Context: an optimization exercise on an open-source flow, tuned for small area. The choices shown serve that exercise and are no tape-out recipe.
Function was checked by simulation only, so behaviour that the tests miss may differ from the original.

==> run a <==
==> flow/design.v (excerpt) <==
module tresholding #
(
    parameter ADC_WIDTH = 14
)
(
    input                                   clk,
    input                                   rst,
    input  signed [ADC_WIDTH-1:0]           detail_level,
    input  [31:0]                           gpio_cfg,
    input  [31:0]                           gpio_cfg_2,
    input  [27:0]                           multresult,
    output [ADC_WIDTH-1:0]                  threshold_detail_level,
    output [ADC_WIDTH-1:0]                  median_out,
    output [ADC_WIDTH-1:0]                  threshold_out_dbg,
    output [5:0]                            universal_threshold_constant_level_1,
    output [5:0]                            universal_threshold_constant_level_2,
    output [31:0]                           window_len,
    output                                  window_len_valid,
    output                                  denoise_lvl_1,
    output                                  denoise_lvl_2,
  ...
clock: 8.0 ns
lec_check: 0
cap_margin: 0
core_margin: 2
core_utilization: 60
place_density: 0.75
setup_slack_margin: 0.15
slew_margin: 0
buffer_ports_args: -buffer_cell sky130_fd_sc_hd__buf_1
cts_args: -sink_clustering_enable -repair_clock_nets -sink_clustering_size 30 -sink_clustering_max_diameter 100 -dont_use_dummy_load
standard.sh (not shown) runs the stock make flow with config.mk's settings and CLKGATE_MAP_FILE= SYNTH_SCRIPT=/design/flow/synth_recipe.tcl, a recipe that flattens the netlist after the stock synthesis.
==> flow/flow/run.sh <==
#!/bin/bash
# Layout flow: the standard ORFS flow (standard.sh) with these changes:
#  - synthesis is ORFS's synthesis through synth_recipe.tcl, except that ABC
#    maps with an area-oriented script (flow/area.abc) instead of ORFS's
#    speed script (flow/abc_wrap.tcl swaps the script), and adders are left
#    to ABC instead of being mapped to the library's adder cells
#    (ADDER_MAP_FILE empty); registers, their names and cell types are
#    untouched;
#  - the port buffers that global placement inserts are the smallest buffer
#    (buf_1);
#  - clock tree synthesis runs without dummy loads.
# Each tool's full output is kept in standard.log (ORFS keeps its per-step
# logs under orfs/logs).
set -euo pipefail
here=$PWD
cat >> config.mk <<'EOC'
export ADDER_MAP_FILE =
export BUFFER_PORTS_ARGS = -buffer_cell sky130_fd_sc_hd__buf_1
export CTS_ARGS = -sink_clustering_enable -repair_clock_nets -sink_clustering_size 30 -sink_clustering_max_diameter 100 -dont_use_dummy_load
EOC
cat flow/abc_wrap.tcl synth_recipe.tcl > area_synth.tcl
export FLOW_ABC_SCRIPT=$here/flow/area.abc
sed "s#SYNTH_SCRIPT=[^ ]*synth_recipe.tcl#SYNTH_SCRIPT=$here/area_synth.tcl#" standard.sh > area_standard.sh
grep -q "SYNTH_SCRIPT=$here/area_synth.tcl" area_standard.sh
bash area_standard.sh > standard.log 2>&1
==> flow/flow/abc_wrap.tcl <==
# Map with an area-oriented ABC script instead of ORFS's speed script.
proc abc {args} {
  set i [lsearch -exact $args -script]
  if { $i >= 0 } { lset args [expr { $i + 1 }] $::env(FLOW_ABC_SCRIPT) }
  yosys abc {*}$args
}
==> flow/flow/area.abc <==
strash
dc2
dc2
dc2
dc2
dc2
dch -f
&get -n
&nf -a -R 1000
&put
==> run b: changes against run a <==
--- a/flow/design.v
+++ b/flow/design.v
@@ -207,10 +207,12 @@
     reg         reset_median;
     reg         bs_not_first;
     reg         iter_nz;
     reg  [3:0]  rcode;          
     reg  [10:0] flow;           
+    reg  [13:0] bsx;            
+    reg         bsa;            
     reg         mm_flag;        
     reg  [13:0] prev_bsd;
     reg  [10:0] med;
     wire        go = min_valid & ~lock_median & (state == IDLE);
     wire [10:0] smi = 11'd8 << sidx;
@@ -265,29 +267,29 @@
             bs_not_first <= 1'b0;
         else if (state == CAL1)
             bs_not_first <= 1'b1;
     end
     reg  [17:0] bs_big, bs_sml;
-    wire        bs_hold = go | (state == CAL1) | (state == CAL2);
-    wire        bs_clr  = (min_valid | reset_bs) & ~bs_hold;
-    wire [18:0] bsx = {1'b0, bs_big} - {1'b0, bs_sml};
-    wire        bsa = ~bsx[18];
-    wire [13:0] bsd = bsa ? bsx[13:0] : (14'd0 - bsx[13:0]);
+    wire        bs_clr = min_valid | reset_bs;
+    wire [13:0] bsd = bsa ? bsx : (14'd0 - bsx);
+    wire [18:0] bsx_nx = {1'b0, bs_big} - {1'b0, bs_sml};
+    wire        bsa_nx = ~bsx_nx[18];
     always @(posedge clk) begin
         if (rst | bs_clr) begin
             bs_big <= 18'd0;
             bs_sml <= 18'd0;
-        end else if (!bs_hold) begin
-            if (bs_ge)
-                bs_big <= bs_big + 18'd1;
-            else
-                bs_sml <= bs_sml + 18'd1;
-        end
+        end else if (bs_ge)
+            bs_big <= bs_big + 18'd1;
+        else
+            bs_sml <= bs_sml + 18'd1;
     end
     always @(posedge clk) begin
-        if (go)
+        if (go) begin
+            bsx     <= bsx_nx[13:0];
+            bsa     <= bsa_nx;
             mm_flag <= min_flag;
+        end
     end
     always @(posedge clk) begin
         if (state == CAL1) begin
             if (reset_median | ~bs_not_first) begin
                 med      <= smi;
==> flow/run.sh (new file) <==
#!/bin/bash
# synth_recipe.tcl (not shown) runs the flow's synth.tcl, then flattens the netlist and writes it again
# the make line also repeats each setting of config.mk as NAME=value (left out here)
make -C /OpenROAD-flow-scripts/flow DESIGN_CONFIG=/design/flow/config.mk WORK_HOME=/design/flow/orfs CLKGATE_MAP_FILE= SYNTH_SCRIPT=/design/flow/synth_recipe.tcl finish
BUFFER_PORTS_ARGS = unset   (was -buffer_cell sky130_fd_sc_hd__buf_1)
CAP_MARGIN = 20   (was 0)
CTS_ARGS = unset   (was -sink_clustering_enable -repair_clock_nets -sink_clustering_size 30 -sink_clustering_max_diameter 100 -dont_use_dummy_load)
SETUP_SLACK_MARGIN = unset   (was 0.15)
SLEW_MARGIN = 20   (was 0)
removed: flow/flow/run.sh
removed: flow/flow/abc_wrap.tcl
removed: flow/flow/area.abc
removed: flow/standard.sh
==> comparison <==
- First-iteration DRC count: run b is higher than run a (24%).
- In run b the utilization is higher than in run a, by 0.35 points.
- Against run b, the sequential share of layout area of run a is higher by 6.2 points.
- Run a finished with timing, DRC and antenna clean. Run b completed without violations.
- Between run a and run b, the lower area after synthesis is in run a (gap 18%, measured against run b).
- Between run a and run b, the lower clock-buffer cell count is in run a (gap 55).
==> figures <==
| metric | run a | run b |
|---|---|---|
| Multiplexer fraction of the synthesized cell area | 0.0296 | 0.0303 |
| Overall Global Routing Usage | 0.255 | 0.274 |
| Met3 Routed Length | 2840 um | 3770 um |
| Share of the synthesized area in the top cell type | 0.349 | 0.284 |
| Run status | timing/DRC/antenna clean | timing/DRC/antenna clean |
| Met2 layer usage reported by global route | 0.440 | 0.448 |
| Worst flop-to-flop path endpoint | pair_min[9] | pair_min[4] |
| Area occupied by registers | 0.00948 sq mm | 0.00993 sq mm |
| Final wirelength | 49800 um | 64200 um |
| Slowest cell on crit path | sky130_fd_sc_hd__mux4_2 | sky130_fd_sc_hd__dfxtp_1 |
| Cell count after synthesis | 2495 | 2968 |

==> static timing again, ports no longer ideal <==
The results above use ideal ports. As a check the final layouts listed here were re-extracted and re-timed, cells and wires unchanged.
Step 1: set_driving_cell puts a clkbuf_16 on clk and a buf_2 on each other input, an assumption about the parent block.
Step 2 adds t to the input delays and takes it off the output delays; t is the mean of the earliest and latest rising clock arrival at the registers after step 1. Input paths then give back, and output paths get back, about the clock's delay inside the block.
a / b / c = no drivers / after step 1 / after step 2; a / b = the first two.
run | t, ns | setup WS [ns] | latest minus earliest clock arrival (ns) | cell pins on the clock port's net
run a | 0.585 | 0.193 / 0.193 / 0.193 | 0.062 / 0.062 | 1
run b | 0.639 | 0.448 / 0.448 / 0.448 | 0.025 / 0.024 | 1
After both steps setup and hold are still met in every run listed.
